Source: an optimization exercise on an open RTL-to-GDS flow (aim: small area, a short achievable clock period and few clock cycles). Production flows keep margins and buffers that such runs may drop. At most, simulation tests tie the RTL to the original design; equivalence was not proved. Function not checked in runs 2 to 6: the RTL went through the layout flow alone. Power is estimated from default activity; no workload was simulated.

**design/flow/design.v**
```verilog
module ECE564MyDesign
	    (
            input  wire               xxx__dut__run            ,             
            output reg                dut__xxx__busy           ,  
            input  wire               clk                      ,
            input  wire               reset_b                  ,
            output reg  [11:0]        dut__sram__write_address  ,
            output reg  [15:0]        dut__sram__write_data     ,
            output reg                dut__sram__write_enable   ,
            output reg  [11:0]        dut__sram__read_address   ,
            input  wire [15:0]        sram__dut__read_data      ,
            output reg  [11:0]        dut__gmem__read_address   ,
            input  wire [15:0]        gmem__dut__read_data      ,   
            output reg  [11:0]        dut__tanhmem__read_address     ,
            input  wire [15:0]        tanhmem__dut__read_data            
            );
reg [51:0] tanh_op_intermediate;
reg [51:0] tanh_op;
reg [35:0] tanhAddr_higher;
reg [35:0] tanhAddr_lower;
reg [35:0] pre_tanh_calc;
reg [35:0] tanh_post_negative;
reg [35:0] tanhAddr_calc;
reg [15:0] post_tanh_op;
reg [35:0] accumulator; 
reg [31:0] product;
reg [3:0] sram_address_increment;
reg [7:0] gmem_counter;
reg [3:0] accumulator_counter;
reg [8:0] tanh_counter;
reg [3:0] sram_counter;
reg [3:0] counter_inner;
reg	restart_calculation;
reg halt_tanh_calc;
reg begin_tanh;
reg tanh_write;
reg halt_op;
reg acc_full;
always@(posedge clk)
begin
	if(!reset_b)
		begin
		pre_tanh_calc <= 0;
		begin_tanh <= 0;
		dut__xxx__busy <= 1'b0;
		sram_counter <= 4'b0;
		tanh_op <= 0;
		restart_calculation <= 1;
		tanh_write <= 0;
		tanh_counter <= 0;
		accumulator_counter <= 4'b0;
		sram_address_increment <= 4'b0;
		accumulator <= 0;
		halt_tanh_calc <= 1;
		halt_op <= 1'b1;
		acc_full <= 1'b0;
		dut__sram__read_address <= 12'b0;
		dut__gmem__read_address <= 12'b0;
		end
	else
		begin
		if(dut__xxx__busy == 1)
			begin
			dut__sram__read_address <= 12'd32 * {8'h00, sram_address_increment};
			if(sram_counter != 0)
				begin
				dut__sram__read_address <= dut__sram__read_address + 2;
				end
			if(gmem_counter >= 255)
				begin
				sram_address_increment <= sram_address_increment + 1;
				end
			if(accumulator_counter == 4'd15)
				begin
				acc_full <= 1'b1;
				end
			sram_counter <= sram_counter + 1;
			if(accumulator_counter > 0)
			begin
				accumulator <= {{4{product[31]}}, product[31:0]} + accumulator;
			end	
			else
			begin
				accumulator <= {{4{product[31]}}, product[31:0]};
			end
			if(accumulator_counter > 0)
			begin
				halt_tanh_calc <= 1;
			end
			else
			begin
				if(acc_full)
				begin
					halt_tanh_calc <= 0;
				end
			end
			if(accumulator_counter == 0 && acc_full)
			begin
				pre_tanh_calc <= accumulator;
			end
			if(halt_tanh_calc == 0)
				begin
				begin_tanh <= 1'b1;
				end
			else
				begin
				begin_tanh <= 1'b0;
				end
			if(begin_tanh == 0)
				begin
				tanh_op <= tanh_op + (64*(tanhmem__dut__read_data*(tanhAddr_calc - tanhAddr_lower)));
				halt_op <= 1'b1;
				end
			else
				begin
				tanh_op <= 64*(tanhmem__dut__read_data*(tanhAddr_higher - tanhAddr_calc));
				halt_op <= 1'b0;
				end
			tanh_write <= ~halt_op;
			if (gmem_counter > 0)
				begin
				restart_calculation <= 0;
				end
end
			if (restart_calculation == 0) 
				begin
				accumulator_counter <= accumulator_counter + 1;
				end
			else 
				begin
				accumulator_counter <= 0;
				end
		end
		if(tanh_counter > 255)
			begin
			dut__xxx__busy <= 1'b0;
			end	
	if(!reset_b)
		begin
		dut__sram__write_address <= 12'b0;
		dut__sram__write_enable <= 1'b0;
		end
	else
		begin	
			if(xxx__dut__run == 1)
			begin
			dut__xxx__busy <= 1'b1;
			dut__sram__write_address <= 12'b000111111110;
			end
			if(tanh_write == 0)
				begin
				dut__sram__write_enable <= 1'b0;    
				end
			else if(tanh_write ==1)
				begin
				dut__sram__write_enable <= 1'b1;    
				end
			else
				begin
			    dut__sram__write_enable <= dut__sram__write_enable;
			    end
			if(tanh_write == 1)
			begin
			dut__sram__write_data <= post_tanh_op;
			end
			if(tanh_write == 1)
			begin
			dut__sram__write_address <= dut__sram__write_address + 2;
			end
			if(tanh_write == 1)
			begin
			tanh_counter <= tanh_counter + 1;    
			end
		end
	if(!reset_b)
		begin
		gmem_counter <= 8'b0;
		end
	else if(dut__xxx__busy == 1)
			begin
			if(gmem_counter > 0)
				begin
				dut__gmem__read_address <= dut__gmem__read_address + 2;
				end
			else
				begin
				dut__gmem__read_address <= 12'b0;
				end
			gmem_counter <= gmem_counter + 1;
			end	
 end
always@(*)
begin
dut__tanhmem__read_address = 0;
tanhAddr_higher = 0;
tanhAddr_lower = 0;
post_tanh_op = 0;
product = 32'b0;
tanh_post_negative = 36'b0;
tanhAddr_calc = 36'b0;
tanh_op_intermediate = 52'b0;
	if(dut__xxx__busy == 1)
		begin
			if (restart_calculation == 0)
			begin
			product = {{16{sram__dut__read_data[15]}}, sram__dut__read_data[15:0]} * {{16{gmem__dut__read_data[15]}}, gmem__dut__read_data[15:0]};
			end
		else 
			begin
			product = 32'b0;
			end
			if(halt_tanh_calc == 1 && pre_tanh_calc[35] == 0)
		        begin
				tanh_post_negative = pre_tanh_calc;
				end
			  else
				begin
				tanh_post_negative = ~pre_tanh_calc + 1;
				 end
              if(halt_tanh_calc == 1 && tanh_post_negative[34:23] > 12'h1ff)
				begin
				dut__tanhmem__read_address = 12'h1ff;
				end
			else if(halt_tanh_calc == 1 && tanh_post_negative[34:23] <= 12'h1ff)
				begin
				dut__tanhmem__read_address = tanh_post_negative[34:23] + 2;
				end			
				if(halt_tanh_calc == 0 && pre_tanh_calc[35] == 0)
				begin
				tanh_post_negative = pre_tanh_calc;
				end
			else
				begin
				tanh_post_negative = ~pre_tanh_calc[35:0] + 1;
				end
				if(halt_tanh_calc == 0 && tanh_post_negative[34:23] > 12'h1ff)
				begin
				dut__tanhmem__read_address = 12'h1ff;
				end
			else if(halt_tanh_calc == 0 && tanh_post_negative[34:23] <= 12'h1ff)
				begin
				dut__tanhmem__read_address = tanh_post_negative[34:23];
				end
			end
	else
		begin
	product = 32'b0;
		end
		if(begin_tanh == 0)
			begin
				if(pre_tanh_calc[35] == 0)
				begin
				tanhAddr_calc = pre_tanh_calc;
				end
			else
				begin
				tanhAddr_calc = ~pre_tanh_calc[35:0] + 1;
				end
			tanhAddr_lower = {tanhAddr_calc[35:24], 24'b0};
			end
		else
			begin
			if(pre_tanh_calc[35] == 0)
				begin
				tanhAddr_calc = pre_tanh_calc;
				end
			else
				begin
				tanhAddr_calc = ~pre_tanh_calc[35:0] + 1;
				end
			tanhAddr_higher = {(tanhAddr_calc[35:24] + 12'd1), 24'b0};
			end
		if(tanh_write == 1)
			begin
			if(pre_tanh_calc[35] == 0)
				begin
				post_tanh_op = tanh_op[45:30];
				end
			else
				begin
				tanh_op_intermediate = ~tanh_op + 1;
				post_tanh_op = tanh_op_intermediate[45:30];
				end
			end
end
endmodule
```
**design/flow/run.sh**
```bash
#!/bin/bash
# synth_recipe.tcl (not shown) runs the flow's synth.tcl, then flattens the netlist and writes it again
# the make line also repeats each setting of config.mk as NAME=value (left out here)
make -C /OpenROAD-flow-scripts/flow DESIGN_CONFIG=/design/flow/config.mk WORK_HOME=/design/flow/orfs CLKGATE_MAP_FILE= SYNTH_SCRIPT=/design/flow/synth_recipe.tcl finish
```
**design/flow/config.mk**
```make
export PLATFORM = sky130hd
export DESIGN_NAME = ECE564MyDesign
export DESIGN_NICKNAME = ECE564MyDesign
export VERILOG_FILES = /design/flow/design.v
export SDC_FILE = /design/flow/constraint.sdc
export NUM_CORES = 4
export LEC_CHECK = 0
export CAP_MARGIN = 20
export CORE_MARGIN = 2
export CORE_UTILIZATION = 40
export SLEW_MARGIN = 20
```
**design/flow/constraint.sdc**
```tcl
create_clock -name core_clock -period 11.0 [get_ports {clk}]
set_input_delay 2.2000 -clock core_clock [delete_from_list [all_inputs] [get_ports {clk}]]
set_output_delay 2.2000 -clock core_clock [all_outputs]
set_load 0.01 [all_outputs]
```
==> results of run 1 <==
synth_stat cells, drive strengths merged (23+ instances only):
master / instances
o21ai: 173
nor2: 262
o21a: 23
nor4: 27
inv: 1164
nor3: 84
xnor2: 214
a31oi: 30
a21oi: 263
or3: 35
nor2b: 37
nand2: 1136
buf: 38
ha: 322
fa: 1096
a211oi: 40
nand3: 61
and2: 369
a21o: 65
a311oi: 23
nand4: 23
and3: 48
dfxtp: 182
clkbuf: 290
nand2b: 54
xor2: 115
report_power, final:
group          switching, mW  internal (mW)
logic                   3.46           3.03
registers             0.0586          0.773
clock network          0.327          0.338
total                   3.84           4.14
timing repair:
item,in CTS,in global routing
resized for setup,0,39
setup endpoints to repair,0,12
buffers inserted,0,4
per-stage QoR:
step	setup slack, ns	cell area [µm²]	hold WS [ns]	instances	utilization
2_1_floorplan	0.513	54300	0.430	6447	-
4_1_cts	0.176	59300	0.468	8355	0.439
5_1_grt	-0.00941	59500	0.499	8362	0.440
6_report	0.425	59500	0.460	8364	0.440
3_3_place_gp	-0.183	58700	0.449	8323	0.435
3_5_place_dp	-0.240	58700	0.459	8323	0.435
worst reg2reg max path: cells and delay by family, from the launching register on:
family | cells | cell delay [ns]
xor gates and xnor gates | 2 | 0.47
adders and majority gates | 8 | 3.56
AOI/OAI and AO/OA | 15 | 3.46
DFF | 1 | 0.32
and+or+nand+nor | 7 | 2.17
buffers and inverters | 5 | 0.52
layer usage:
metal	vias up	routed length (µm)	global-route usage
met5	-	0	0
met4	0	3930	0.0589
met3	175	9390	0.0275
li1	20070	-	-
met1	22075	67200	0.317
met2	1239	72400	0.379
how the worst max path moves through the flow:
| stage | start | endpoint | depth (start not counted) |
|---|---|---|---|
| 2_1_floorplan | pre_tanh_calc[0]$_SDFFE_PN0P_ | tanh_op[45]$_SDFFE_PN0P_ | 43 |
| 3_3_place_gp | tanhmem__dut__read_data[1] | tanh_op[45]$_SDFFE_PN0P_ | 41 |
| 3_5_place_dp | gmem__dut__read_data[10] | accumulator[35]$_SDFFE_PN0P_ | 31 |
| 4_1_cts | pre_tanh_calc[0]$_SDFFE_PN0P_ | tanh_op[44]$_SDFFE_PN0P_ | 47 |
| 5_1_grt | pre_tanh_calc[0]$_SDFFE_PN0P_ | tanh_op[45]$_SDFFE_PN0P_ | 37 |
| 6_report | pre_tanh_calc[0]$_SDFFE_PN0P_ | tanh_op[45]$_SDFFE_PN0P_ | 37 |
logic make-up after synthesis:
| family | Yosys count | share of synthesized area |
|---|---|---|
| compound gates | 788 | 0.0937 |
| xor+xnor | 332 | 0.0552 |
| fa+ha+maj | 1418 | 0.479 |
| buf+inv | 1492 | 0.105 |
| flops | 199 | 0.0766 |
| mux | 14 | 0.00263 |
| other cells | 2 | 0.000138 |
| simple gates | 2198 | 0.189 |
area by class of cell:
cell class	instances	area [µm²]
Fill cell	13402	75600
Multi-Input combinational cell	4756	44600
Inverter	1164	4370
Sequential cell	199	4160
Timing Repair Buffer	427	3510
Tap cell	1781	2230
Clock buffer	19	433
Clock inverter	13	146
Antenna cell	5	12.5
sequential cells by signal, summed over array words and instances (netlist names), 4 cells and up:
| register | count |
|---|---|
| tanh_op | 40 |
| accumulator | 36 |
| dut__sram__write_address | 11 |
| sram_counter | 4 |
| dut__sram__read_address | 11 |
| dut__sram__write_data | 16 |
| accumulator_counter | 4 |
| gmem_counter | 8 |
| dut__gmem__read_address | 12 |
| tanh_counter | 9 |
| pre_tanh_calc | 36 |
| sram_address_increment | 4 |
==> flow_metrics.py, run 1 <==
metrics = {
    "run": {
        "max-cap-violations": 0,
    },
    "min_path": {
        "hold_class": "flip-flop to flip-flop",
        "hold_path_depth": 2,
        "hold_path.startpoint": "accumulator[7]$_SDFFE_PN0P_",
        "min_to": "pre_tanh_calc[7]$_SDFFE_PN0P_",
    },
    "drt": {
        "num_vias": 43559,
        "wirelength_um": 153000,
        "routedWlPerCell_um": 18.3,
        "drtIter0Drc": 2936,
        "ant_nets": 0,
        "drt_pass1_iterations": 6,
        "drc": 0,
        "vias_per_cell": 5.21,
    },
    "yosys": {
        "synth_top_area_cell": "fa_1",
        "yosysWarnings": 1,
        "synth.top_cell.area_share": 0.404,
        "synth_edf_count": 17,
        "ys_seq_area_frac": 0.0766,
        "syn_area_um2": 54300,
        "synth-seq-cells": 199,
        "synth_area_leaders": "fa_1 (40%), inv_1 (8.0%), nand2_1 (7.9%)",
        "yosysUniqueCellTypes": 100,
        "syn_inst": 6443,
        "ys.flop_type": "dfxtp_1",
        "syn_avg_cell_area_um2": 8.42,
        "ys_async_sr_fraction": 0,
    },
    "timing": {
        "final-hold-violation-count": 0,
        "fin_skew_ns": 0.0323,
        "fin_setup_tns_ns": 0,
        "max_freq_mhz": 94.6,
        "setup_viol": 0,
        "finalMaxSlewViolations": 0,
        "tightest_slew_ns": 1.07,
        "period_minus_slack_ns": 10.58,
        "maxSlewHeadroom": 0.277,
        "period_share": 0.961,
    },
    "clock_network": {
        "clockRootBuffer": "clkbuf_16",
        "cts_sinks": 199,
        "cts_buffer_depth": 2,
        "h-tree-depth": 4,
        "cts_tree": "yes",
        "cts_buffers": 17,
        "clkLatencyLatePin_ns": 0.51,
        "path_clk_slew_ns": 0.10,
        "ctsHoldBuffers": 0,
    },
    "floorplan": {
        "row_count": 135,
        "die_w_um": 372,
        "ios": 117,
        "dieArea_um2": 139000,
        "core-area_um2": 135000,
        "die_y_um": 372,
        "start_util": 0.402,
    },
    "global_routing": {
        "overflow": 0,
        "first_global_vias": 45391,
        "grt_start_max_net_pins": 78,
        "grt_first_pass_wirelength_um": 251000,
        "grt.total_usage": 0.229,
        "antenna_found_initial": 8,
    },
    "critical_path": {
        "crit_required_ns": 11.41,
        "reg2reg_from": "pre_tanh_calc[0]$_SDFFE_PN0P_",
        "critPathArrivalTime_ns": 10.98,
        "path_class": "flip-flop to flip-flop",
        "r2r-end": "tanh_op[45]$_SDFFE_PN0P_",
        "max_stage_delay_ns": 0.58,
        "reg2reg_slack_ns": 0.42,
        "critPathSlowestCell": "or4_4",
        "cp-end-kind": "flip-flop",
        "path_max_fanout": 13,
        "worst_path_most_repeated_cell": "fa_1",
        "crit_buf_inv": 5,
        "reg2reg_depth": 37,
        "startpoint_type": "flip-flop",
        "crit_family": "adder cells",
    },
    "placed_design": {
        "port_buffers": 112,
        "gp_congestion": 0.911,
        "dp_hpwl_um": 127000,
    },
    "finish": {
        "areaGrowthSynthToFinish_pct": 9.69,
        "drive_gt1_frac": 0.0707,
        "final_common_cell": "inv_1",
        "layout_common_cells": "inv_1 (1160), nand2_1 (1136), fa_1 (1096)",
        "nets": 8034,
    },
    "pwr": {
        "p_leak_nw": 26.7,
        "p_total_mw": 7.99,
        "ir_drop_v": 0.000460,
        "p_per_area_nw_per_um2": 134,
    },
    "status": {
        "status": "timing/DRC/antenna clean",
    },
}
Testbench counts, summed over its fixed seeds: cycles 98,544.
==> run 2, diff against run 1 <==
==> design/flow/design.v (replaced) <==
module ECE564MyDesign
	    (
            input  wire               xxx__dut__run            ,
            output reg                dut__xxx__busy           ,
            input  wire               clk                      ,
            input  wire               reset_b                  ,
            output reg  [11:0]        dut__sram__write_address  ,
            output reg  [15:0]        dut__sram__write_data     ,
            output reg                dut__sram__write_enable   ,
            output wire [11:0]        dut__sram__read_address   ,
            input  wire [15:0]        sram__dut__read_data      ,
            output wire [11:0]        dut__gmem__read_address   ,
            input  wire [15:0]        gmem__dut__read_data      ,
            output wire [11:0]        dut__tanhmem__read_address     ,
            input  wire [15:0]        tanhmem__dut__read_data
            );
reg  [12:0] n;
wire [3:0]  p = n[3:0];
wire [8:0]  q = n[12:4];
always @(posedge clk)
	if (!reset_b)
		n <= 13'd0;
	else if (xxx__dut__run | dut__xxx__busy)
		n <= n + 13'd1;
assign dut__sram__read_address = {3'b000, n[11:8], n[3:0], 1'b0};
assign dut__gmem__read_address = {3'b000, n[7:4],  n[3:0], 1'b0};
reg signed [15:0] xr, gr;
reg        [15:0] tr;
always @(posedge clk) begin
	xr <= sram__dut__read_data;
	gr <= gmem__dut__read_data;
	tr <= tanhmem__dut__read_data;
end
reg signed [23:0] ph, pl;
reg signed [35:0] acc;
always @(posedge clk) begin
	ph  <= xr * $signed(gr[15:8]);
	pl  <= xr * $signed({1'b0, gr[7:0]});
	acc <= ((p == 4'd3) ? 36'sd0 : acc) + {{4{ph[23]}}, ph, 8'd0} + {{12{pl[23]}}, pl};
end
wire [35:0] A   = acc[35] ? -acc : acc;
wire        sat = |A[35:32];
reg         neg, sat_r;
reg  [23:0] F;
reg  [8:0]  taddr;
reg  [15:0] tL;
assign dut__tanhmem__read_address = {2'b00, taddr, 1'b0};
always @(posedge clk) begin
	if (p == 4'd3) begin
		neg   <= acc[35];
		sat_r <= sat;
		F     <= A[23:0];
		taddr <= sat ? 9'd255 : {1'b0, A[31:24]};
	end
	if (p == 4'd4 && !sat_r)
		taddr <= taddr + 9'd1;
	if (p == 4'd6)
		tL <= tr;
end
reg  [18:0] Dsh;
reg  signed [24:0] H;
reg         sticky;
wire signed [25:0] Fs = {2'b00, F};
reg  signed [26:0] bm;
always @(*) begin
	case (Dsh[2:0])
		3'b001, 3'b010: bm = Fs;
		3'b011:         bm = Fs <<< 1;
		3'b100:         bm = -(Fs <<< 1);
		3'b101, 3'b110: bm = -Fs;
		default:        bm = 27'sd0;
	endcase
end
wire signed [26:0] T = H + bm;
always @(posedge clk) begin
	if (p == 4'd7) begin
		Dsh    <= {{2{1'b0}}, tr, 1'b0} - {{2{1'b0}}, tL, 1'b0};
		H      <= 25'sd0;
		sticky <= 1'b0;
	end else if (p[3] || p == 4'd0) begin
		Dsh    <= {{2{Dsh[18]}}, Dsh[18:2]};
		H      <= T[26:2];
		sticky <= sticky | (|T[1:0]);
	end
end
wire [15:0] Wh = tL + H[21:6];
wire        st = sticky | (|H[5:0]);
wire [15:0] R  = neg ? ~(Wh + {16{~st}}) : Wh;
always @(posedge clk) begin
	if (!reset_b) begin
		dut__xxx__busy          <= 1'b0;
		dut__sram__write_enable <= 1'b0;
	end else begin
		if (xxx__dut__run)
			dut__xxx__busy <= 1'b1;
		else if (q == 9'd257 && p == 4'd2)
			dut__xxx__busy <= 1'b0;
		dut__sram__write_enable <= dut__xxx__busy && p == 4'd1 && q >= 9'd2 && q <= 9'd257;
	end
	if (p == 4'd1) begin
		dut__sram__write_data    <= R;
		dut__sram__write_address <= {3'b001, q[7:0] - 8'd2, 1'b0};
	end
end
endmodule
==> flow_metrics.py, run 2 <==
metrics = {
    "yosys": {
        "yosysUniqueCellTypes": 73,
        "synth.top_cell.area_share": 0.190,
        "ys_seq_area_frac": 0.253,
        "ys.flop_type": "dfxtp_1",
        "synth_area_leaders": "fa_1 (19%), dfxtp_1 (14%), edfxtp_1 (11%)",
        "synth_edf_count": 94,
        "yosysWarnings": 1,
        "synth-seq-cells": 267,
        "syn_area_um2": 24800,
        "synth_top_area_cell": "fa_1",
        "ys_async_sr_fraction": 0,
        "syn_inst": 2707,
        "synth_common_cells": "inv_1 (371), fa_1 (235), nand2_1 (218), ha_1 (217), and2_1 (202)",
        "yosysMostFrequentCell": "inv_1",
        "syn_avg_cell_area_um2": 9.16,
    },
    "pwr": {
        "power_switching_share": 0.453,
        "p_total_mw": 8.69,
        "p_per_area_nw_per_um2": 315,
        "p_leak_nw": 12.2,
        "p_sw_mw": 3.94,
        "p_comb_frac": 0.666,
        "seq_power_share": 0.197,
        "power.internal_mw": 4.75,
        "pwr-share-clk": 0.137,
        "ir_drop_v": 0.000170,
    },
    "drt": {
        "routedWlPerCell_um": 15.5,
        "vias_per_cell": 5.13,
        "drtIter0Drc": 843,
        "ant_nets": 0,
        "num_vias": 18338,
        "drc": 0,
        "drt_pass1_iterations": 5,
        "wirelength_um": 55500,
    },
    "critical_path": {
        "cp-end-kind": "flip-flop",
        "path_cells": "ha_1 > nand2_1 > inv_1 > nor2_1 > ha_1 > ha_1 > fa_1 > a211oi_1 > o21ai_0 > a211oi_1 > a211oi_1 > o21ai_1 > a21oi_1 > a221oi_1 > mux2i_1 > nand4_1",
        "crit_family": "compound AO/OA/AOI/OAI gates",
        "crit_required_ns": 11.42,
        "path_class": "flip-flop to flip-flop",
        "critPathSlowestCell": "inv_1",
        "critPathArrivalTime_ns": 6.66,
        "max_stage_delay_ns": 0.97,
        "startpoint_type": "flip-flop",
        "path_max_fanout": 36,
        "crit_buf_inv": 1,
    },
    "finish": {
        "fin_util": 0.449,
        "final_common_cell": "inv_1",
        "layout_common_cells": "inv_1 (371), fa_1 (235), nand2_1 (218)",
        "drive_gt1_frac": 0.0344,
        "multi_input_area_um2": 16600,
        "antenna-diode-count": 0,
        "nFillCells": 5923,
        "seqCellArea_um2": 6290,
        "areaGrowthSynthToFinish_pct": 11.3,
        "largest_reg_flops": 36,
        "top_register": "acc",
        "nets": 3263,
    },
    "global_routing": {
        "antenna_found_initial": 0,
        "grt.total_usage": 0.179,
        "grt_first_pass_wirelength_um": 94300,
        "overflow": 0,
        "first_global_vias": 19044,
        "grt_start_max_net_pins": 44,
    },
    "clock_network": {
        "cts_tree": "yes",
        "path_clk_slew_ns": 0.06,
        "clockRootBuffer": "clkbuf_16",
        "cts_buffers": 38,
        "ctsHoldBuffers": 0,
        "cts_buffer_depth": 3,
        "clkLatencyLatePin_ns": 0.57,
        "h-tree-depth": 2,
        "cts_sinks": 267,
        "ctsResizeCount": 0,
        "cts_setup_buffers": 0,
    },
    "floorplan": {
        "dieArea_um2": 64000,
        "die_w_um": 253,
        "core-area_um2": 61500,
        "row_count": 91,
        "ios": 117,
        "start_util": 0.404,
        "die_y_um": 253,
    },
    "min_path": {
        "hold_class": "flip-flop to flip-flop",
    },
    "timing": {
        "fin_setup_tns_ns": 0,
        "max_freq_mhz": 160,
        "maxSlewHeadroom": 0.321,
        "rsz0062_at_grt": "no",
        "holdWs_ns": 0.440,
        "fin_skew_ns": 0.0295,
        "setup_viol": 0,
        "finalMaxSlewViolations": 0,
        "tightest_slew_ns": 1.02,
        "final-hold-violation-count": 0,
        "period_minus_slack_ns": 6.23,
        "period_share": 0.567,
    },
    "status": {
        "status": "timing/DRC/antenna clean",
    },
    "placed_design": {
        "dp_hpwl_um": 43800,
        "port_buffers": 101,
        "gp_congestion": 0.881,
    },
    "run": {
        "max-cap-violations": 0,
    },
}
-- run 2: area by class of cell --
cell class | instances | share of cell area
Multi-Input combinational cell | 1971 | 0.603
Sequential cell | 267 | 0.228
Inverter | 371 | 0.0504
Timing Repair Buffer | 111 | 0.0393
Clock buffer | 50 | 0.0372
Tap cell | 790 | 0.0358
Clock inverter | 17 | 0.00698
-- run 2: power groups by stage --
stage | Clock, mW | Combinational [mW] | Sequential, mW
after floorplan | 0 | 4.68 | 1.63
after global placement | 0 | 5.62 | 1.73
after detailed placement | 0 | 5.74 | 1.74
after CTS | 1.24 | 5.79 | 1.72
after global routing | 1.28 | 6.63 | 1.76
final | 1.19 | 5.79 | 1.72
-- run 2: kinds of logic (layout without fill, tap and decap cells) --
kind of cell             Yosys count  after routing  share of synthesized area
AO/OA/AOI/OAI                    515            515                      0.133
XOR/XNOR                         213            213                     0.0752
adder cells (fa/ha/maj)          452            452                      0.299
buffers and inverters            482            549                     0.0782
flip-flops                       267            267                      0.253
multiplexers                       8              8                    0.00338
other                              2             15                   0.000303
AND/OR/NAND/NOR                  768            768                      0.158
-- run 2: stage by stage --
step / worst slack (ns) / instances / instance area, µm²
after global routing: 4.06 / 3577 / 27600
final: 4.77 / 3577 / 27600
after CTS: 4.69 / 3577 / 27600
after global placement: 4.88 / 3510 / 26400
after detailed placement: 4.75 / 3510 / 26400
after floorplan: 6.08 / 2720 / 24900
-- run 2: final timing paths --
| check | slack (ns) | from | end | depth (start not counted) |
|---|---|---|---|---|
| worst max-delay path | 4.77 | n[0]$_SDFFE_PN0P_ | acc[35]$_DFF_P_ | 16 |
| worst min-delay path | 0.44 | tr[6]$_DFF_P_ | tL[6]$_DFFE_PN_ | 0 |
| worst max register to register | 4.77 | n[0]$_SDFFE_PN0P_ | acc[35]$_DFF_P_ | 16 |
| worst min register to register | 0.44 | tr[6]$_DFF_P_ | tL[6]$_DFFE_PN_ | 0 |
-- run 2: metal layers --
metal,vias up,track usage,wire length [µm]
met1,8822,0.213,23700
met5,-,0,0
li1,9069,-,-
met3,94,0.0267,2060
met4,0,0.0702,1980
met2,353,0.325,27700
==> run 3, diff against run 2 <==
--- a/design/flow/design.v
+++ b/design/flow/design.v
@@ -16,2 +16,26 @@
             );
+function [23:0] booth4;
+	input [15:0] x;
+	input [8:0]  y;
+	integer k;
+	reg [2:0]  d;
+	reg        ng;
+	reg [16:0] mag, pk;
+	reg [23:0] s;
+	begin
+		s = 24'd0 - 24'h550000;
+		for (k = 0; k < 4; k = k + 1) begin
+			d  = y[2*k +: 3];
+			ng = d[2] & ~(d[1] & d[0]);
+			case (d)
+				3'b001, 3'b010, 3'b101, 3'b110: mag = {x[15], x};
+				3'b011, 3'b100:                 mag = {x, 1'b0};
+				default:                        mag = 17'd0;
+			endcase
+			pk = mag ^ {17{ng}};
+			s  = s + ({7'd0, ~pk[16], pk[15:0]} << (2*k)) + ({23'd0, ng} << (2*k));
+		end
+		booth4 = s;
+	end
+endfunction
 reg  [12:0] n;
@@ -26,4 +50,13 @@
 assign dut__gmem__read_address = {3'b000, n[7:4],  n[3:0], 1'b0};
-reg signed [15:0] xr, gr;
-reg        [15:0] tr;
+reg ph_first, ph_cap, ph_up, ph_tl, ph_ld, ph_step, ph_wr;
+always @(posedge clk) begin
+	ph_first <= (p == 4'd2);                
+	ph_cap   <= (p == 4'd2);                
+	ph_up    <= (p == 4'd3);
+	ph_tl    <= (p == 4'd5);
+	ph_ld    <= (p == 4'd6);
+	ph_step  <= p[3] | (p == 4'd7);
+	ph_wr    <= (p == 4'd0);
+end
+reg [15:0] xr, gr, tr;
 always @(posedge clk) begin
@@ -33,10 +66,10 @@
 end
-reg signed [23:0] ph, pl;
-reg signed [35:0] acc;
+reg  [23:0] h0, h1;
+reg  [35:0] acc;
 always @(posedge clk) begin
-	ph  <= xr * $signed(gr[15:8]);
-	pl  <= xr * $signed({1'b0, gr[7:0]});
-	acc <= ((p == 4'd3) ? 36'sd0 : acc) + {{4{ph[23]}}, ph, 8'd0} + {{12{pl[23]}}, pl};
+	h0  <= booth4(xr, {gr[7:0], 1'b0});
+	h1  <= booth4(xr, gr[15:7]);
+	acc <= (ph_first ? 36'd0 : acc) + {{4{h1[23]}}, h1, 8'd0} + {{12{h0[23]}}, h0};
 end
-wire [35:0] A   = acc[35] ? -acc : acc;
+wire [35:0] A   = acc[35] ? (36'd0 - acc) : acc;
 wire        sat = |A[35:32];
@@ -48,3 +81,3 @@
 always @(posedge clk) begin
-	if (p == 4'd3) begin
+	if (ph_cap) begin
 		neg   <= acc[35];
@@ -54,5 +87,5 @@
 	end
-	if (p == 4'd4 && !sat_r)
+	if (ph_up && !sat_r)
 		taddr <= taddr + 9'd1;
-	if (p == 4'd6)
+	if (ph_tl)
 		tL <= tr;
@@ -75,7 +108,7 @@
 always @(posedge clk) begin
-	if (p == 4'd7) begin
-		Dsh    <= {{2{1'b0}}, tr, 1'b0} - {{2{1'b0}}, tL, 1'b0};
+	if (ph_ld) begin
+		Dsh    <= {2'b00, tr, 1'b0} - {2'b00, tL, 1'b0};
 		H      <= 25'sd0;
 		sticky <= 1'b0;
-	end else if (p[3] || p == 4'd0) begin
+	end else if (ph_step) begin
 		Dsh    <= {{2{Dsh[18]}}, Dsh[18:2]};
@@ -99,3 +132,3 @@
 	end
-	if (p == 4'd1) begin
+	if (ph_wr) begin
 		dut__sram__write_data    <= R;
--- a/design/flow/config.mk
+++ b/design/flow/config.mk
@@ -7,2 +7,3 @@
 export LEC_CHECK = 0
+export ABC_CLOCK_PERIOD_IN_PS = 3500
 export CAP_MARGIN = 20
@@ -10,2 +11,3 @@
 export CORE_UTILIZATION = 40
+export SETUP_SLACK_MARGIN = 5
 export SLEW_MARGIN = 20
==> flow_metrics.py, run 3 <==
metrics = {
    "timing": {
        "setup_viol": 0,
        "period_share": 0.502,
        "tightest_slew_ns": 1.09,
        "fin_skew_ns": 0.0168,
        "finalMaxSlewViolations": 0,
        "maxSlewHeadroom": 0.274,
        "rsz0062_at_grt": "no",
        "max_freq_mhz": 181,
        "fin_setup_tns_ns": 0,
        "final-hold-violation-count": 0,
        "period_minus_slack_ns": 5.52,
    },
    "yosys": {
        "ys_seq_area_frac": 0.283,
        "ys_async_sr_fraction": 0,
        "synth_edf_count": 94,
        "synth_top_area_cell": "dfxtp_1",
        "ys.flop_type": "dfxtp_1",
        "synth-seq-cells": 273,
        "synth_common_cells": "ha_1 (239), xnor2_1 (219), inv_1 (180), dfxtp_1 (179), nand2_1 (148)",
        "synth.top_cell.area_share": 0.158,
        "synth_area_leaders": "dfxtp_1 (16%), ha_1 (13%), edfxtp_1 (12%)",
        "yosysUniqueCellTypes": 77,
        "syn_avg_cell_area_um2": 9.12,
        "yosysMostFrequentCell": "ha_1",
        "syn_inst": 2481,
        "yosysWarnings": 1,
        "syn_area_um2": 22600,
    },
    "floorplan": {
        "die_y_um": 242,
        "ios": 117,
        "die_w_um": 242,
        "row_count": 87,
        "core-area_um2": 56200,
        "dieArea_um2": 58500,
        "start_util": 0.403,
    },
    "finish": {
        "largest_reg_flops": 36,
        "drive_gt1_frac": 0.0484,
        "top_register": "acc",
        "nFillCells": 5429,
        "seqCellArea_um2": 6410,
        "layout_common_cells": "ha_1 (238), xnor2_1 (219), inv_1 (180)",
        "final_common_cell": "ha_1",
        "antenna-diode-count": 0,
        "stdcell_area_um2": 25300,
        "multi_input_area_um2": 14900,
        "fin_cells": 3277,
        "fin_util": 0.451,
        "areaGrowthSynthToFinish_pct": 11.9,
        "nets": 2874,
    },
    "clock_network": {
        "clockRootBuffer": "clkbuf_16",
        "cts_buffer_depth": 3,
        "clkLatencyLatePin_ns": 0.54,
        "cts_sinks": 273,
        "cts_setup_buffers": 0,
        "h-tree-depth": 2,
        "cts_tree": "yes",
        "path_clk_slew_ns": 0.06,
        "ctsHoldBuffers": 0,
        "cts_buffers": 35,
    },
    "global_routing": {
        "grt_start_max_net_pins": 64,
        "grt_first_pass_wirelength_um": 84500,
        "grt.total_usage": 0.171,
        "overflow": 0,
        "first_global_vias": 17366,
        "antenna_found_initial": 0,
    },
    "pwr": {
        "p_total_mw": 8.00,
        "ir_drop_v": 0.000156,
        "p_per_area_nw_per_um2": 316,
        "p_leak_nw": 10.6,
    },
    "min_path": {
        "min_to": "tL[15]$_DFFE_PP_",
        "hold_class": "flip-flop to flip-flop",
        "hold_path_depth": 0,
        "hold_path.startpoint": "tr[15]$_DFF_P_",
    },
    "placed_design": {
        "gp_congestion": 0.857,
        "dp_cells": 3213,
        "dp_hpwl_um": 39000,
        "postPlaceCellArea_um2": 24100,
        "port_buffers": 101,
    },
    "drt": {
        "wirelength_um": 50500,
        "routedWlPerCell_um": 15.4,
        "drtIter0Drc": 912,
        "ant_nets": 0,
        "vias_per_cell": 5.26,
        "drc": 0,
        "num_vias": 17226,
        "drt_pass1_iterations": 8,
    },
    "critical_path": {
        "critPathArrivalTime_ns": 5.96,
        "startpoint_type": "flip-flop",
        "path_cells": "ha_1 > nor2_2 > xnor2_1 > fa_1 > inv_1 > fa_1 > fa_1 > inv_1 > ha_1 > a21oi_1 > a21oi_1 > a311o_1 > o22ai_1 > o211ai_1 > a31o_2 > nand4_1 > nand3_1 > xor2_1",
        "reg2reg_depth": 18,
        "crit_required_ns": 11.43,
        "max_stage_delay_ns": 0.82,
        "worst_path_most_repeated_cell": "fa_1",
        "cp-end-kind": "flip-flop",
        "r2r-end": "h1[22]$_DFF_P_",
        "critPathSlowestCell": "nor2_2",
        "path_max_fanout": 18,
        "reg2reg_from": "gr[7]$_DFF_P_",
        "reg2reg_slack_ns": 5.48,
        "path_class": "flip-flop to flip-flop",
    },
    "status": {
        "status": "timing/DRC/antenna clean",
    },
    "run": {
        "max-cap-violations": 0,
    },
}
## run 3: repair_timing
item,in CTS,in global routing
pin swaps,0,0
gates resized for setup,1,4
setup endpoints to repair,2,3
## run 3: stage by stage
step	hold slack (ns)	worst slack, ns
detailed placement	0.426	4.82
global placement	0.430	4.98
floorplan	0.406	5.08
finish	0.441	5.48
global route	0.455	5.06
CTS	0.443	5.14
## run 3: metal layers
| layer | wire length, µm | track usage | vias to the layer above |
|---|---|---|---|
| met4 | 1360 | 0.0579 | 0 |
| met1 | 21900 | 0.202 | 8117 |
| li1 | - | - | 8707 |
| met3 | 1680 | 0.0214 | 85 |
| met5 | 0 | 0 | - |
| met2 | 25600 | 0.317 | 317 |
## run 3: how the worst max path moves through the flow
stage | from | to | slack [ns] | cells after the start
floorplan | gr[1]$_DFF_P_ | h0[20]$_DFF_P_ | 5.08 | 23
global placement | gr[1]$_DFF_P_ | h0[20]$_DFF_P_ | 4.98 | 19
detailed placement | gr[1]$_DFF_P_ | h0[20]$_DFF_P_ | 4.82 | 19
CTS | gr[1]$_DFF_P_ | h0[20]$_DFF_P_ | 5.14 | 19
global route | gr[1]$_DFF_P_ | h0[20]$_DFF_P_ | 5.06 | 20
finish | gr[7]$_DFF_P_ | h1[22]$_DFF_P_ | 5.48 | 18
## run 3: kinds of logic (layout without fill, tap and decap cells)
group / count (synthesis) / count (layout) / share of synthesized area
AOI/OAI and AO/OA: 613 / 613 / 0.176
and+or+nand+nor: 569 / 569 / 0.124
xor gates and xnor gates: 333 / 333 / 0.129
buffers and inverters: 331 / 358 / 0.0604
adders and majority gates: 329 / 329 / 0.212
DFF: 273 / 273 / 0.283
muxes: 31 / 31 / 0.0147
other: 2 / 15 / 0.000332
## run 3: cell type report
cell class	count	share of cell area
Clock buffer	46	0.0407
Clock inverter	18	0.00860
Inverter	180	0.0267
Multi-Input combinational cell	1890	0.590
Sequential cell	273	0.253
Tap cell	756	0.0374
Timing Repair Buffer	114	0.0438
## run 3: critical path, delay by kind of cell, from the launching register on
| kind | cells | cell delay (ns) |
|---|---|---|
| DFF | 1 | 0.34 |
| and+or+nand+nor | 3 | 1.00 |
| buffers and inverters | 2 | 0.09 |
| xor gates and xnor gates | 2 | 0.37 |
| adders and majority gates | 5 | 2.15 |
| AOI/OAI and AO/OA | 6 | 1.46 |
## run 3: power by group
group	total, mW	internal (mW)	switching, mW
clock network	1.21	0.760	0.452
logic	5.13	2.35	2.78
registers	1.66	1.42	0.235
==> run 4, diff against run 3 <==
--- a/design/flow/config.mk
+++ b/design/flow/config.mk
@@ -7,3 +7,2 @@
 export LEC_CHECK = 0
-export ABC_CLOCK_PERIOD_IN_PS = 3500
 export CAP_MARGIN = 20
@@ -11,3 +10,2 @@
 export CORE_UTILIZATION = 40
-export SETUP_SLACK_MARGIN = 5
 export SLEW_MARGIN = 20
==> flow_metrics.py, run 4 <==
metrics = {
    "critical_path": {
        "path_cells": "inv_1 > ha_1 > a22oi_1 > xnor2_1 > fa_1 > inv_1 > fa_1 > fa_1 > inv_1 > ha_1 > a21oi_1 > a21boi_0 > a311oi_1 > a211oi_1 > o41ai_1 > o2bb2ai_1 > o21bai_1 > a21oi_1 > xnor2_1",
        "path_max_fanout": 20,
        "worst-path-stages": 19,
        "cp-end-kind": "flip-flop",
        "reg2reg_depth": 19,
        "path_class": "flip-flop to flip-flop",
        "max_stage_delay_ns": 0.92,
        "reg2reg_from": "gr[1]$_DFF_P_",
        "crit_buf_inv": 3,
        "reg2reg_slack_ns": 4.78,
        "critPathSlowestCell": "dfxtp_1",
        "crit_required_ns": 11.48,
        "startpoint_type": "flip-flop",
        "critPathArrivalTime_ns": 6.70,
        "endpoint": "h0[20]$_DFF_P_",
        "crit_start": "gr[1]$_DFF_P_",
        "r2r-end": "h0[20]$_DFF_P_",
        "crit_family": "adder cells",
    },
    "yosys": {
        "synth.top_cell.area_share": 0.158,
        "yosysMostFrequentCell": "ha_1",
        "syn_area_um2": 22600,
        "syn_avg_cell_area_um2": 9.12,
        "ys_async_sr_fraction": 0,
        "ys_seq_area_frac": 0.283,
        "synth_area_leaders": "dfxtp_1 (16%), ha_1 (13%), edfxtp_1 (12%)",
        "synth_top_area_cell": "dfxtp_1",
        "syn_inst": 2481,
        "ys.flop_type": "dfxtp_1",
        "synth-seq-cells": 273,
        "synth_edf_count": 94,
        "synth_common_cells": "ha_1 (239), xnor2_1 (219), inv_1 (180), dfxtp_1 (179), nand2_1 (148)",
        "yosysWarnings": 1,
        "yosysUniqueCellTypes": 77,
    },
    "pwr": {
        "power.internal_mw": 4.43,
        "ir_drop_v": 0.000162,
        "power_switching_share": 0.439,
        "p_total_mw": 7.89,
        "p_sw_mw": 3.46,
        "p_comb_frac": 0.649,
        "p_per_area_nw_per_um2": 313,
        "pwr-share-clk": 0.142,
        "p_leak_nw": 10.6,
        "seq_power_share": 0.209,
    },
    "drt": {
        "num_vias": 17312,
        "top_layer": "met4",
        "wl_met3_um": 1710,
        "routedWlPerCell_um": 15.5,
        "drc": 0,
        "wl_met1_um": 22100,
        "wirelength_um": 50900,
        "vias_per_cell": 5.28,
        "drt_pass1_iterations": 6,
        "drtIter0Drc": 933,
        "wl_met2_um": 25600,
        "ant_nets": 0,
    },
    "finish": {
        "nets": 2875,
        "areaGrowthSynthToFinish_pct": 11.4,
        "layout_common_cells": "ha_1 (239), xnor2_1 (219), inv_1 (180)",
        "final_common_cell": "ha_1",
        "top_register": "acc",
        "drive_gt1_frac": 0.0460,
        "stdcell_area_um2": 25200,
        "nFillCells": 5416,
        "fin_cells": 3277,
        "largest_reg_flops": 36,
        "antenna-diode-count": 0,
    },
    "global_routing": {
        "grt.total_usage": 0.173,
        "overflow": 0,
        "first_global_vias": 17421,
        "antenna_found_initial": 0,
        "grt_first_pass_wirelength_um": 85600,
        "grt_start_max_net_pins": 64,
    },
    "placed_design": {
        "dp_cells": 3214,
        "postPlaceCellArea_um2": 24100,
        "port_buffers": 101,
        "gp_congestion": 0.862,
        "pre_cts_slack_ns": 4.84,
        "dp_hpwl_um": 39100,
    },
    "floorplan": {
        "die_w_um": 242,
        "start_util": 0.403,
        "row_count": 87,
        "dieArea_um2": 58500,
        "ios": 117,
        "core-area_um2": 56200,
        "die_y_um": 242,
    },
    "timing": {
        "period_minus_slack_ns": 6.22,
        "maxSlewHeadroom": 0.257,
        "final-hold-violation-count": 0,
        "setup_viol": 0,
        "fin_setup_tns_ns": 0,
        "finalMaxSlewViolations": 0,
        "layout_setup_ws_ns": 4.78,
        "rsz0062_at_grt": "no",
        "max_freq_mhz": 161,
        "fin_skew_ns": 0.0246,
        "period_share": 0.565,
        "tightest_slew_ns": 1.11,
    },
    "clock_network": {
        "clockRootBuffer": "clkbuf_16",
        "ctsResizeCount": 0,
        "path_clk_slew_ns": 0.06,
        "cts_sinks": 273,
        "cts_setup_buffers": 0,
        "clkLatencyLatePin_ns": 0.55,
        "cts_buffers": 34,
        "h-tree-depth": 2,
        "cts_buffer_depth": 3,
        "ctsHoldBuffers": 0,
        "cts_tree": "yes",
    },
    "run": {
        "max-cap-violations": 0,
    },
    "min_path": {
        "hold_path_depth": 0,
        "hold_class": "flip-flop to flip-flop",
    },
    "status": {
        "status": "timing/DRC/antenna clean",
    },
}
## run 4: cell counts after synthesis
No cell type changed its count.
## run 4: kinds of logic after synthesis
family / Yosys count / synth area share
mux: 31 / 0.0147
flops: 273 / 0.283
compound gates: 613 / 0.176
other cells: 2 / 0.000332
simple gates: 569 / 0.124
xor+xnor: 333 / 0.129
fa+ha+maj: 329 / 0.212
buf+inv: 331 / 0.0604
## run 4: cell type report
| class | count | area, µm² | area share |
|---|---|---|---|
| clock buffers | 45 | 1010 | 0.0400 |
| clock inverters | 17 | 125 | 0.00496 |
| inverters | 180 | 676 | 0.0268 |
| multi-input cells | 1890 | 14900 | 0.592 |
| flip-flops and latches | 273 | 6410 | 0.254 |
| well taps | 756 | 946 | 0.0375 |
| repair buffers | 116 | 1130 | 0.0447 |
## run 4: worst min path at each step
stage,from,to,slack (ns)
floorplan,acc[35]$_DFF_P_,neg$_DFFE_PP_,0.41
global placement,tr[15]$_DFF_P_,tL[15]$_DFFE_PP_,0.43
detailed placement,tr[15]$_DFF_P_,tL[15]$_DFFE_PP_,0.43
CTS,tr[15]$_DFF_P_,tL[15]$_DFFE_PP_,0.45
global route,tr[15]$_DFF_P_,tL[15]$_DFFE_PP_,0.45
finish,tr[15]$_DFF_P_,tL[15]$_DFFE_PP_,0.44
## run 4: power groups by stage
stage	clock [mW]	sequential [mW]	combinational, mW
global placement	0	1.68	4.98
floorplan	0	1.62	4.10
global route	1.20	1.69	5.84
CTS	1.16	1.67	5.13
finish	1.12	1.65	5.12
detailed placement	0	1.69	5.07
## run 4: layer usage
layer	up-vias	GRT usage
li1	8704	-
met1	8194	0.210
met2	315	0.315
met3	99	0.0220
met4	0	0.0623
met5	-	0
## run 4: through the flow
step	hold slack, ns	util
5_1_grt	0.452	0.449
3_3_place_gp	0.431	0.428
4_1_cts	0.446	0.449
6_report	0.442	0.449
3_5_place_dp	0.428	0.428
2_1_floorplan	0.406	-
==> run 5, diff against run 4 <==
==> design/flow/flow/run.sh (new file) <==
#!/bin/bash
set -euo pipefail
bash standard.sh SETUP_SLACK_MARGIN=7 finish > flow_standard.log 2>&1
==> design/flow/standard.sh (new file) <==
#!/bin/bash
# synth_recipe.tcl (not shown) runs the flow's synth.tcl, then flattens the netlist and writes it again
# the make line also repeats each setting of config.mk as NAME=value (left out here)
make -C /OpenROAD-flow-scripts/flow DESIGN_CONFIG=/design/flow/config.mk WORK_HOME=/design/flow/orfs CLKGATE_MAP_FILE= SYNTH_SCRIPT=/design/flow/synth_recipe.tcl "${@:-finish}"
--- a/design/flow/config.mk
+++ b/design/flow/config.mk
@@ -7,2 +7,3 @@
 export LEC_CHECK = 0
+export ABC_CLOCK_PERIOD_IN_PS = 3500
 export CAP_MARGIN = 20
removed: design/flow/run.sh
==> flow_metrics.py, run 5 <==
metrics = {
    "yosys": {
        "yosysUniqueCellTypes": 77,
        "syn_avg_cell_area_um2": 9.12,
        "synthMuxAreaShare": 0.0147,
        "synth.top_cell.area_share": 0.158,
        "ys_seq_area_frac": 0.283,
        "synth_edf_count": 94,
        "yosysWarnings": 1,
        "synth-simple-area-share": 0.124,
        "yosysMostFrequentCell": "ha_1",
        "synth_compound_area_frac": 0.176,
        "synth_top_family_by_area": "adder cells",
        "ys.flop_type": "dfxtp_1",
        "synth_area_leaders": "dfxtp_1 (16%), ha_1 (13%), edfxtp_1 (12%)",
        "syn_inst": 2481,
        "synth-seq-cells": 273,
        "yosys.area_share.adder": 0.212,
        "synth_common_cells": "ha_1 (239), xnor2_1 (219), inv_1 (180), dfxtp_1 (179), nand2_1 (148)",
        "syn_area_um2": 22600,
        "yosys.area_share.xor_xnor": 0.129,
        "synth_top_area_cell": "dfxtp_1",
        "ys_async_sr_fraction": 0,
    },
    "placed_design": {
        "pre_cts_slack_ns": 5.74,
        "port_buffers": 101,
        "dp_cells": 3207,
        "dp_hpwl_um": 39200,
        "gp_congestion": 0.882,
    },
    "finish": {
        "nets": 3032,
        "multi_input_area_um2": 16100,
        "top_register": "acc",
        "largest_reg_flops": 36,
        "fin_cells": 3433,
        "drive_gt1_frac": 0.183,
        "seqCellArea_um2": 6450,
        "nFillCells": 5156,
        "final_common_cell": "ha_1",
        "antenna-diode-count": 0,
        "areaGrowthSynthToFinish_pct": 22.8,
        "layout_common_cells": "ha_1 (208), xnor2_1 (204), inv_1 (166)",
    },
    "critical_path": {
        "startpoint_type": "flip-flop",
        "reg2reg_slack_ns": 6.29,
        "path_cells": "inv_4 > ha_4 > mux2_4 > a22oi_2 > xnor2_2 > fa_1 > inv_1 > fa_1 > fa_1 > inv_2 > ha_4 > a21oi_2 > a21boi_2 > a311oi_2 > a211oi_2 > o41ai_2 > o2bb2ai_2 > o21bai_1 > a21oi_1 > xnor2_1",
        "cp-end-kind": "flip-flop",
        "max_stage_delay_ns": 0.53,
        "crit_required_ns": 11.45,
        "worst_path_most_repeated_cell": "fa_1",
        "critPathSlowestCell": "fa_1",
        "path_class": "flip-flop to flip-flop",
        "critPathArrivalTime_ns": 5.16,
        "path_max_fanout": 6,
    },
    "drt": {
        "wirelength_um": 55900,
        "vias_per_cell": 5.34,
        "wl_met1_um": 23500,
        "drtIter0Drc": 1078,
        "ant_nets": 0,
        "routedWlPerCell_um": 16.3,
        "wl_met2_um": 28400,
        "wl_met3_um": 2180,
        "top_layer": "met4",
        "drt_pass1_iterations": 5,
        "drc": 0,
        "num_vias": 18324,
    },
    "timing": {
        "maxSlewHeadroom": 0.444,
        "layout_setup_ws_ns": 6.29,
        "final-hold-violation-count": 0,
        "setup_viol": 0,
        "tightest_slew_ns": 0.832,
        "period_share": 0.428,
        "fin_setup_tns_ns": 0,
        "max_freq_mhz": 213,
        "period_minus_slack_ns": 4.71,
        "rsz0062_at_grt": "yes",
        "holdWs_ns": 0.438,
        "fin_skew_ns": 0.0309,
        "finalMaxSlewViolations": 0,
    },
    "clock_network": {
        "cts_sinks": 273,
        "cts_buffers": 35,
        "cts_tree": "yes",
        "cts_buffer_depth": 3,
        "clkLatencyLatePin_ns": 0.56,
        "clockRootBuffer": "clkbuf_16",
        "h-tree-depth": 2,
        "path_clk_slew_ns": 0.06,
    },
    "global_routing": {
        "grt_first_pass_wirelength_um": 90700,
        "first_global_vias": 18395,
        "overflow": 0,
        "grt_start_max_net_pins": 39,
        "antenna_found_initial": 0,
        "grt.total_usage": 0.184,
    },
    "floorplan": {
        "die_w_um": 242,
        "core-area_um2": 56200,
        "row_count": 87,
        "die_y_um": 242,
        "dieArea_um2": 58500,
        "ios": 117,
        "start_util": 0.403,
    },
    "pwr": {
        "ir_drop_v": 0.000165,
        "p_per_area_nw_per_um2": 319,
        "p_leak_nw": 11.6,
    },
    "run": {
        "max-cap-violations": 0,
    },
    "min_path": {
        "hold_class": "flip-flop to flip-flop",
    },
    "status": {
        "status": "timing/DRC/antenna clean",
    },
}
==> run 5: cell counts after synthesis <==
No cell type changed its count.
==> run 5: layout make-up <==
type	instances	share of cell area
Multi-Input combinational cell	1894	0.581
Sequential cell	273	0.232
Timing Repair Buffer	268	0.0846
Clock buffer	43	0.0348
Tap cell	756	0.0340
Inverter	180	0.0250
Clock inverter	19	0.00851
==> run 5: metrics by stage <==
| step | utilization | total power [mW] | cell area, µm² |
|---|---|---|---|
| 5_1_grt | 0.495 | 9.66 | 27800 |
| 6_report | 0.495 | 8.87 | 27800 |
| 2_1_floorplan | - | 5.86 | 23000 |
| 3_3_place_gp | 0.431 | 6.81 | 24200 |
| 3_5_place_dp | 0.431 | 6.91 | 24200 |
| 4_1_cts | 0.479 | 8.49 | 26900 |
==> run 5: timing repair <==
item | in CTS | in global routing
setup endpoints to repair | 54 | 49
buffers inserted | 108 | 52
cloned | 4 | 0
pin swaps | 107 | 78
gates resized for setup | 160 | 110
hold buffers | 0 | 0
==> run 5: power breakdown <==
group / switching, mW / internal [mW]
registers: 0.254 / 1.43
clock network: 0.472 / 0.726
logic: 3.11 / 2.88
==> run 5: layer usage <==
| metal | global-route usage | vias up |
|---|---|---|
| met3 | 0.0235 | 121 |
| met5 | 0 | - |
| met1 | 0.217 | 8720 |
| met4 | 0.0672 | 0 |
| li1 | - | 9040 |
| met2 | 0.341 | 443 |
==> run 5: path summary, 6_finish.rpt <==
kind                            to           start  cells past startpoint
setup / recovery    h0[20]$_DFF_P_   gr[3]$_DFF_P_                     20
hold / removal    tL[15]$_DFFE_PP_  tr[15]$_DFF_P_                      0
setup reg to reg    h0[20]$_DFF_P_   gr[3]$_DFF_P_                     20
hold reg to reg   tL[15]$_DFFE_PP_  tr[15]$_DFF_P_                      0
==> run 5: worst max-delay path: cells and delay by family (launching register included) <==
kind | cells | cell delay, ns
buf+inv | 3 | 0.14
fa+ha+maj | 5 | 1.87
xor+xnor | 2 | 0.18
flops | 1 | 0.38
compound gates | 9 | 1.73
mux | 1 | 0.30
==> run 5: kinds of logic after synthesis <==
group | after synthesis
compound gates | 613
xor+xnor | 333
fa+ha+maj | 329
buf+inv | 331
flops | 273
mux | 31
other cells | 2
simple gates | 569
==> run 6, diff against run 5 <==
--- a/design/flow/design.v
+++ b/design/flow/design.v
@@ -16,15 +16,21 @@
             );
-function [23:0] booth4;
+function [71:0] csa;
+	input [35:0] x, y, z;
+	begin
+		csa = {(x & y) | (x & z) | (y & z), x ^ y ^ z};
+	end
+endfunction
+function [71:0] booth8;
 	input [15:0] x;
-	input [8:0]  y;
+	input [15:0] y;
 	integer k;
 	reg [2:0]  d;
-	reg        ng;
+	reg [7:0]  ng;
 	reg [16:0] mag, pk;
-	reg [23:0] s;
+	reg [35:0] r0, r1, r2, r3, r4, r5, r6, r7, r8, rk;
+	reg [71:0] a1, a2, a3, b1, b2, c1, e1;
 	begin
-		s = 24'd0 - 24'h550000;
-		for (k = 0; k < 4; k = k + 1) begin
-			d  = y[2*k +: 3];
-			ng = d[2] & ~(d[1] & d[0]);
+		for (k = 0; k < 8; k = k + 1) begin
+			d  = (k == 0) ? {y[1:0], 1'b0} : y[2*k-1 +: 3];
+			ng[k] = d[2] & ~(d[1] & d[0]);
 			case (d)
@@ -34,6 +40,20 @@
 			endcase
-			pk = mag ^ {17{ng}};
-			s  = s + ({7'd0, ~pk[16], pk[15:0]} << (2*k)) + ({23'd0, ng} << (2*k));
+			pk = mag ^ {17{ng[k]}};
+			rk = {19'd0, ~pk[16], pk[15:0]} << (2*k);
+			if (k > 0)
+				rk = rk | ({35'd0, ng[k-1]} << (2*k-2));
+			case (k)
+				0: r0 = rk;  1: r1 = rk;  2: r2 = rk;  3: r3 = rk;
+				4: r4 = rk;  5: r5 = rk;  6: r6 = rk;  default: r7 = rk;
+			endcase
 		end
-		booth4 = s;
+		r8 = 36'hFAAAB0000 | {21'd0, ng[7], 14'd0};
+		a1 = csa(r0, r1, r2);
+		a2 = csa(r3, r4, r5);
+		a3 = csa(r6, r7, r8);
+		b1 = csa(a1[35:0], {a1[70:36], 1'b0}, a2[35:0]);
+		b2 = csa({a2[70:36], 1'b0}, a3[35:0], {a3[70:36], 1'b0});
+		c1 = csa(b1[35:0], {b1[70:36], 1'b0}, b2[35:0]);
+		e1 = csa(c1[35:0], {c1[70:36], 1'b0}, {b2[70:36], 1'b0});
+		booth8 = {e1[70:36], 1'b0, e1[35:0]};
 	end
@@ -66,8 +86,7 @@
 end
-reg  [23:0] h0, h1;
+reg  [35:0] ms, mc;
 reg  [35:0] acc;
 always @(posedge clk) begin
-	h0  <= booth4(xr, {gr[7:0], 1'b0});
-	h1  <= booth4(xr, gr[15:7]);
-	acc <= (ph_first ? 36'd0 : acc) + {{4{h1[23]}}, h1, 8'd0} + {{12{h0[23]}}, h0};
+	{mc, ms} <= booth8(xr, gr);
+	acc <= (ph_first ? 36'd0 : acc) + ms + mc;
 end
@@ -93,16 +112,8 @@
 reg  [18:0] Dsh;
-reg  signed [24:0] H;
+reg  [24:0] H;
 reg         sticky;
-wire signed [25:0] Fs = {2'b00, F};
-reg  signed [26:0] bm;
-always @(*) begin
-	case (Dsh[2:0])
-		3'b001, 3'b010: bm = Fs;
-		3'b011:         bm = Fs <<< 1;
-		3'b100:         bm = -(Fs <<< 1);
-		3'b101, 3'b110: bm = -Fs;
-		default:        bm = 27'sd0;
-	endcase
-end
-wire signed [26:0] T = H + bm;
+wire        ng0 = Dsh[2] & ~(Dsh[1] & Dsh[0]);
+wire [24:0] mg0 = (Dsh[2:0] == 3'b011 || Dsh[2:0] == 3'b100) ? {F, 1'b0} :
+                  (Dsh[1] ^ Dsh[0]) ? {1'b0, F} : 25'd0;
+wire [26:0] T   = {{2{H[24]}}, H} + ({2'd0, mg0} ^ {27{ng0}}) + {26'd0, ng0};
 always @(posedge clk) begin
@@ -110,3 +121,3 @@
 		Dsh    <= {2'b00, tr, 1'b0} - {2'b00, tL, 1'b0};
-		H      <= 25'sd0;
+		H      <= 25'd0;
 		sticky <= 1'b0;
@@ -118,5 +129,4 @@
 end
-wire [15:0] Wh = tL + H[21:6];
 wire        st = sticky | (|H[5:0]);
-wire [15:0] R  = neg ? ~(Wh + {16{~st}}) : Wh;
+wire [15:0] R  = (tL + H[21:6] + {16{neg & ~st}}) ^ {16{neg}};
 always @(posedge clk) begin
==> flow_metrics.py, run 6 <==
metrics = {
    "critical_path": {
        "critPathArrivalTime_ns": 1.74,
        "cp-end-kind": "output port",
        "crit_family": "buffers and inverters",
        "critPathSlowestCell": "clkdlybuf4s50_1",
        "startpoint_type": "flip-flop",
        "path_cells": "clkdlybuf4s50_1",
        "path_max_fanout": 10,
        "max_stage_delay_ns": 0.62,
        "crit_buf_inv": 1,
        "crit_required_ns": 8.80,
        "path_class": "flip-flop to output port",
    },
    "timing": {
        "fin_skew_ns": 0.0333,
        "maxSlewHeadroom": 0.390,
        "max_freq_mhz": 254,
        "period_minus_slack_ns": 3.94,
        "period_share": 0.358,
        "setup_viol": 0,
        "final-hold-violation-count": 0,
        "rsz0062_at_grt": "yes",
        "finalMaxSlewViolations": 0,
        "fin_setup_tns_ns": 0,
        "tightest_slew_ns": 0.914,
    },
    "yosys": {
        "synth_common_cells": "xnor2_1 (212), dfxtp_1 (191), ha_1 (175), inv_1 (171), fa_1 (129)",
        "syn_area_um2": 21200,
        "synth-seq-cells": 285,
        "syn_avg_cell_area_um2": 9.90,
        "yosysMostFrequentCell": "xnor2_1",
        "syn_inst": 2141,
        "synth.top_cell.area_share": 0.180,
        "ys.flop_type": "dfxtp_1",
        "yosysUniqueCellTypes": 84,
        "yosysWarnings": 1,
        "synth_area_leaders": "dfxtp_1 (18%), edfxtp_1 (13%), fa_1 (12%)",
        "ys_seq_area_frac": 0.314,
        "ys_async_sr_fraction": 0,
        "synth_top_area_cell": "dfxtp_1",
        "synth_edf_count": 94,
    },
    "drt": {
        "drc": 0,
        "num_vias": 14935,
        "vias_per_cell": 5.19,
        "drtIter0Drc": 712,
        "routedWlPerCell_um": 16.0,
        "wirelength_um": 46000,
        "drt_pass1_iterations": 5,
        "ant_nets": 0,
    },
    "clock_network": {
        "cts_tree": "yes",
        "h-tree-depth": 2,
        "cts_sinks": 285,
        "cts_buffer_depth": 3,
        "path_clk_slew_ns": 0.06,
        "cts_buffers": 37,
        "clkLatencyLatePin_ns": 0.58,
        "clockRootBuffer": "clkbuf_16",
    },
    "global_routing": {
        "first_global_vias": 15193,
        "grt.total_usage": 0.170,
        "overflow": 0,
        "grt_start_max_net_pins": 64,
        "grt_first_pass_wirelength_um": 75900,
        "antenna_found_initial": 0,
    },
    "floorplan": {
        "dieArea_um2": 54800,
        "die_w_um": 234,
        "ios": 117,
        "die_y_um": 234,
        "row_count": 84,
        "core-area_um2": 52400,
        "start_util": 0.404,
    },
    "finish": {
        "final_common_cell": "xnor2_1",
        "areaGrowthSynthToFinish_pct": 13.0,
        "antenna-diode-count": 0,
        "fin_cells": 2879,
        "largest_reg_flops": 36,
        "nets": 2518,
        "stdcell_area_um2": 23900,
        "top_register": "acc",
        "nFillCells": 4940,
        "drive_gt1_frac": 0.0698,
        "layout_common_cells": "xnor2_1 (212), dfxtp_1 (188), inv_1 (171)",
    },
    "placed_design": {
        "port_buffers": 101,
        "postPlaceCellArea_um2": 22500,
        "dp_cells": 2805,
        "dp_hpwl_um": 35400,
        "gp_congestion": 0.882,
    },
    "pwr": {
        "p_per_area_nw_per_um2": 279,
        "p_leak_nw": 9.99,
        "ir_drop_v": 0.000171,
    },
    "status": {
        "status": "timing/DRC/antenna clean",
    },
    "run": {
        "max-cap-violations": 0,
    },
    "min_path": {
        "hold_class": "flip-flop to flip-flop",
    },
}
[run 6: cell count changes after synthesis, moves of 16 or more]
cell and change:
o21ai_0 -70, a22oi_1 -21, fa_1 +39, xor2_1 -28
nor2_1 -66, nand2_1 -49, ha_1 -64, a21oi_1 -17
nor3_1 -16, and3_1 +18
[run 6: final cells by class]
cell class | count | area [µm²] | area share
Sequential cell | 285 | 6650 | 0.278
Timing Repair Buffer | 117 | 1140 | 0.0478
Tap cell | 688 | 861 | 0.0360
Multi-Input combinational cell | 1546 | 13400 | 0.560
Clock inverter | 15 | 160 | 0.00669
Inverter | 176 | 666 | 0.0278
Clock buffer | 52 | 1060 | 0.0444
[run 6: worst paths after layout]
kind | startpoint | end | slack, ns | cells after the start
worst max-delay path | n[2]$_SDFFE_PN0P_ | dut__gmem__read_address[3] | 7.06 | 1
worst min-delay path | tr[7]$_DFF_P_ | tL[7]$_DFFE_PP_ | 0.44 | 0
worst max register to register | ph_first$_DFF_P_ | acc[29]$_DFF_P_ | 7.19 | 13
worst min register to register | tr[7]$_DFF_P_ | tL[7]$_DFFE_PP_ | 0.44 | 0
[run 6: kinds of logic after synthesis]
family / synth area share
AND/OR/NAND/NOR: 0.105
multiplexers: 0.0141
other: 0.000354
XOR/XNOR: 0.123
AO/OA/AOI/OAI: 0.156
adder cells (fa/ha/maj): 0.225
flip-flops: 0.314
buffers and inverters: 0.0631
[run 6: layer usage]
layer  GRT usage  up-vias  routed length (µm)
met5           0        -                   0
met4      0.0748        0                1680
met3      0.0230       86                1770
met2       0.295      295               21900
met1       0.210     7119               20600
li1            -     7435                   -
[run 6: repair_timing]
action                     CTS  global route
resized for setup           14            23
hold buffers                 0             0
pin swaps                    1             3
setup endpoints to repair   59            29
setup buffers                3             4
[run 6: report_power, final]
group,switching [mW],internal (mW)
logic,2.11,1.70
registers,0.223,1.46
clock network,0.488,0.707
total,2.82,3.86
[run 6: stage by stage]
step,util,hold WS [ns],worst slack [ns],total power [mW]
after detailed placement,0.429,0.430,6.29,5.45
after global routing,0.457,0.457,6.96,7.35
after CTS,0.454,0.444,7.01,6.71
final,0.457,0.441,7.06,6.69
after global placement,0.429,0.434,6.42,5.36
after floorplan,-,0.408,7.00,4.59

-- separate check: timing with driven ports --
The flow's constraints put no driver on any port. The routed layouts listed below were extracted and timed again, unchanged, in two steps.
Step 1 (the two cells are an assumption about what drives the block):
set clk [get_ports {clk}]
set_driving_cell -lib_cell sky130_fd_sc_hd__clkbuf_16 $clk
set_driving_cell -lib_cell sky130_fd_sc_hd__buf_2 [delete_from_list [all_inputs] $clk]
Step 2 times the ports against the registers' clock, not the clock port: input delays grow and output delays shrink by t, the midpoint of the rising clock arrivals with the driver on.
a / b / c = ideal / step 1 / step 2; a / b = the first two.
run	t (ns)	setup WS [ns]	worst hold slack (ns)	worst setup path at the end
run 1	0.548	0.425 / 0.425 / 0.008	0.460 / 0.460 / 0.460	input to register
run 2	0.611	4.766 / 4.766 / 4.766	0.440 / 0.440 / 0.440	register to register
run 3	0.592	5.477 / 5.477 / 5.477	0.441 / 0.441 / 0.441	register to register
run 4	0.589	4.780 / 4.780 / 4.780	0.442 / 0.442 / 0.442	register to register
run 5	0.603	6.295 / 6.295 / 6.295	0.438 / 0.438 / 0.438	register to register
run 6	0.615	7.061 / 7.005 / 6.903	0.441 / 0.441 / 0.441	input to register
After both steps setup and hold are still met in every run listed. The setup slack of run 1, which loses most, moves by 0.000 ns with the drivers and by -0.417 ns with both steps.
